This design comes from an exercise in tuning for small area, a short achievable clock period and few clock cycles on the open sky130 flow, not from production work.
In this exercise RTL edits were held to simulation tests only and were not proved equivalent to the original.
Power and IR drop assume default switching activity.

Setup of P:
## cpu
module cpu(clk, reset, s, load, in, out, N, V, Z, w);
    input clk, reset, s, load;
    input [15:0] in;
    output [15:0] out;
    output N, V, Z, w;
    reg w, rep;
    reg [15:0] ir;
    wire w_nx, rep_nx, start;
    FSM_controller ctl(.reset(reset), .s(s), .load(load), .rep(rep),
                       .w_nx(w_nx), .rep_nx(rep_nx), .start(start));
    always @(posedge clk) begin
        w <= w_nx;
        rep <= rep_nx;
        if (load) ir <= in;
    end
    wire [15:0] ins;
    wire [2:0] rn, rm;
    wire [1:0] sh;
    insmux #(16) mi(.rep(rep), .in(in), .ir(ir), .q(ins));
    insmux #(3) mn(.rep(rep), .in(in[10:8]), .ir(ir[10:8]), .q(rn));
    insmux #(3) mm(.rep(rep), .in(in[2:0]), .ir(ir[2:0]), .q(rm));
    insmux #(2) ms(.rep(rep), .in(in[4:3]), .ir(ir[4:3]), .q(sh));
    wire wr1, wc1, cmp1, gsel1, ci1, aen, movi, inv;
    wire [2:0] rd1;
    instruction_decoder dec(.ins(ins), .start(start), .wr(wr1), .wc(wc1), .cmp(cmp1),
                            .gsel(gsel1), .ci(ci1), .aen(aen), .movi(movi), .inv(inv),
                            .rd(rd1));
    reg [15:0] r0, r1, r2, r3, r4, r5, r6, r7;
    wire [15:0] n0, n1, n2, n3, n4, n5, n6, n7;
    reg wr2;
    reg [2:0] rd2;
    wire [15:0] res;
    regfile rf(.we(wr2), .wa(rd2), .wd(res),
               .r0(r0), .r1(r1), .r2(r2), .r3(r3), .r4(r4), .r5(r5), .r6(r6), .r7(r7),
               .n0(n0), .n1(n1), .n2(n2), .n3(n3), .n4(n4), .n5(n5), .n6(n6), .n7(n7));
    always @(posedge clk) begin
        r0 <= n0; r1 <= n1; r2 <= n2; r3 <= n3;
        r4 <= n4; r5 <= n5; r6 <= n6; r7 <= n7;
    end
    wire [15:0] a, braw, b;
    readport pa(.sel(rn), .d0(n0), .d1(n1), .d2(n2), .d3(n3), .d4(n4), .d5(n5), .d6(n6), .d7(n7), .q(a));
    readport pb(.sel(rm), .d0(n0), .d1(n1), .d2(n2), .d3(n3), .d4(n4), .d5(n5), .d6(n6), .d7(n7), .q(braw));
    shifter shf(.in(braw), .shift(sh), .sout(b));
    wire [15:0] g1, t1;
    datapath dp(.a(a), .b(b), .imm(ins[7:0]), .aen(aen), .movi(movi), .inv(inv),
                .g(g1), .t(t1));
    reg [15:0] g2, t2, creg;
    reg ci2, wc2, cmp2, gsel2;
    reg [2:0] freg;
    wire [15:0] out_nx;
    wire [2:0] f_nx;
    always @(posedge clk) begin
        g2 <= g1;
        t2 <= t1;
        ci2 <= ci1;
        wr2 <= wr1;
        wc2 <= wc1;
        cmp2 <= cmp1;
        gsel2 <= gsel1;
        rd2 <= rd1;
  ...
Settings: LEC_CHECK=0, CAP_MARGIN=20, CORE_MARGIN=2, CORE_UTILIZATION=40, CTS_CLUSTER_DIAMETER=60, CTS_CLUSTER_SIZE=24, SETUP_SLACK_MARGIN=2.0, SLEW_MARGIN=20, SYNTH_HIERARCHICAL=1, SYNTH_MINIMUM_KEEP_SIZE=0; clock period 5.5 ns.
standard.sh (not shown) runs the stock make flow with config.mk's settings and CLKGATE_MAP_FILE= SYNTH_SCRIPT=/design/flow/synth_recipe.tcl, a recipe that flattens the netlist after the stock synthesis.
==> flow/flow/run.sh <==
#!/bin/bash
# Standard synthesis, then the standard layout with port buffers of a
# stronger cell and sizing not held to each cell's footprint.
set -euo pipefail
bash standard.sh synth > synth.log 2>&1
bash standard.sh MATCH_CELL_FOOTPRINT=0 'BUFFER_PORTS_ARGS=-buffer_cell sky130_fd_sc_hd__buf_4' finish > layout.log 2>&1
Testbench counts of P, summed over its fixed seeds: cycles 6,000.
Here is what was changed in the inputs of Q compared with P.
- changing CTS_CLUSTER_SIZE from 24 to 25
- changing SETUP_SLACK_MARGIN from 2.0 to 2.4
- changing CTS_CLUSTER_DIAMETER from 60 to 120
Results
Q contains more vias than P. Q -> P: y dimension of the die delta 0, exact match. P vs Q, origin of the worst setup path: t2[15]$_DFF_P_ vs g2[0]$_DFF_P_. The sequential power on Q is in line with that on P. Compared to P, Q has power dissipated in combinational cells about 10% higher. Delta (Q minus P): non-filler instance count after layout increased about 1.8%, worst hold-check slack rose by 0.023 ns, clock transition at the register clock pins on the worst setup and hold paths after CTS went up by 0.03 ns, area of all placed cells without fillers grew by 5.6%. P → Q: delay of the slowest cell on the worst path has increased; final worst clock skew has remained practically unchanged.
diff inputs: Q => R
- a change of CORE_UTILIZATION from 40 to 60
- a deleted CTS_CLUSTER_DIAMETER that had been 120
- a deleted CTS_CLUSTER_SIZE that had been 25
- a change of SETUP_SLACK_MARGIN from 2.4 to 2.0
Findings:
R finished end to end and its layout was clean on timing, DRC and antenna. Q went all the way through synthesis, placement and routing and the layout is clean on timing, DRC and antenna. R vs Q — clock network area share rose 3.8 points. Of R and Q, the run reporting the higher worst slack on hold paths was Q. Q has lower total clock buffers created by CTS than R. Q → R: count of clock-buffer cells in the layout picked up an extra 21, clock period minus final worst setup slack picked up an extra 0.14 ns. Cmp R vs Q: critical path depth higher in R. Where final critical-path setup slack is concerned, Q is better than R.
Here is what was changed in the inputs of S compared with R.
- an added CTS_CLUSTER_DIAMETER of 120
- an added CTS_CLUSTER_SIZE of 25
- a change of CORE_UTILIZATION from 60 to 55
==> comparison <==
Non-clock buffer count went up by more than 10% going from R to S. Total detailed-routing wirelength: S vs R, no meaningful difference. Compared to R, S has cell count about 1.1% higher. Of R and S, the run reporting the lower power in the clock group was S. S has more setup slack than R. Portion of the layout cell area used by clock cells (S over R): decrease, 3.6 points. Per the comparison of S with R, quantity of gates resized following cts has decreased, combinational share of power moved up. Diff R -> S: placed instance area climbed about 0.4%; worst hold slack across all endpoints barely changed.

separate check: timing with driven ports:
The results above use ideal ports. As a check the final layouts listed here were re-extracted and re-timed, cells and wires unchanged.
Step 1: set_driving_cell puts a clkbuf_16 on clk and a buf_2 on each other input, an assumption about the parent block.
Step 2 also shifts input and output timing later by t, the mid clock arrival at the registers, as if the neighbouring blocks saw the same clock.
Slacks: ideal ports / drivers / drivers and shift; pairs: ideal ports / drivers.
| run | t (ns) | setup slack, ns | slew at the worst register clock pin (ns) | worst slew at a driven data input, ns | cell pins on the clock port's net |
|---|---|---|---|---|---|
| P | 0.566 | 2.104 / 2.057 / 1.722 | 0.09 / 0.09 | 0.04 | 1 |
| Q | 0.520 | 2.241 / 2.194 / 1.961 | 0.11 / 0.11 | 0.04 | 1 |
| R | 0.556 | 2.096 / 2.051 / 1.585 | 0.06 / 0.06 | 0.03 | 1 |
| S | 0.524 | 2.103 / 2.055 / 1.701 | 0.11 / 0.11 | 0.04 | 1 |
After both steps setup and hold are still met in every run listed. The setup slack of R, which loses most, moves by -0.045 ns with the drivers and by -0.511 ns with both steps.
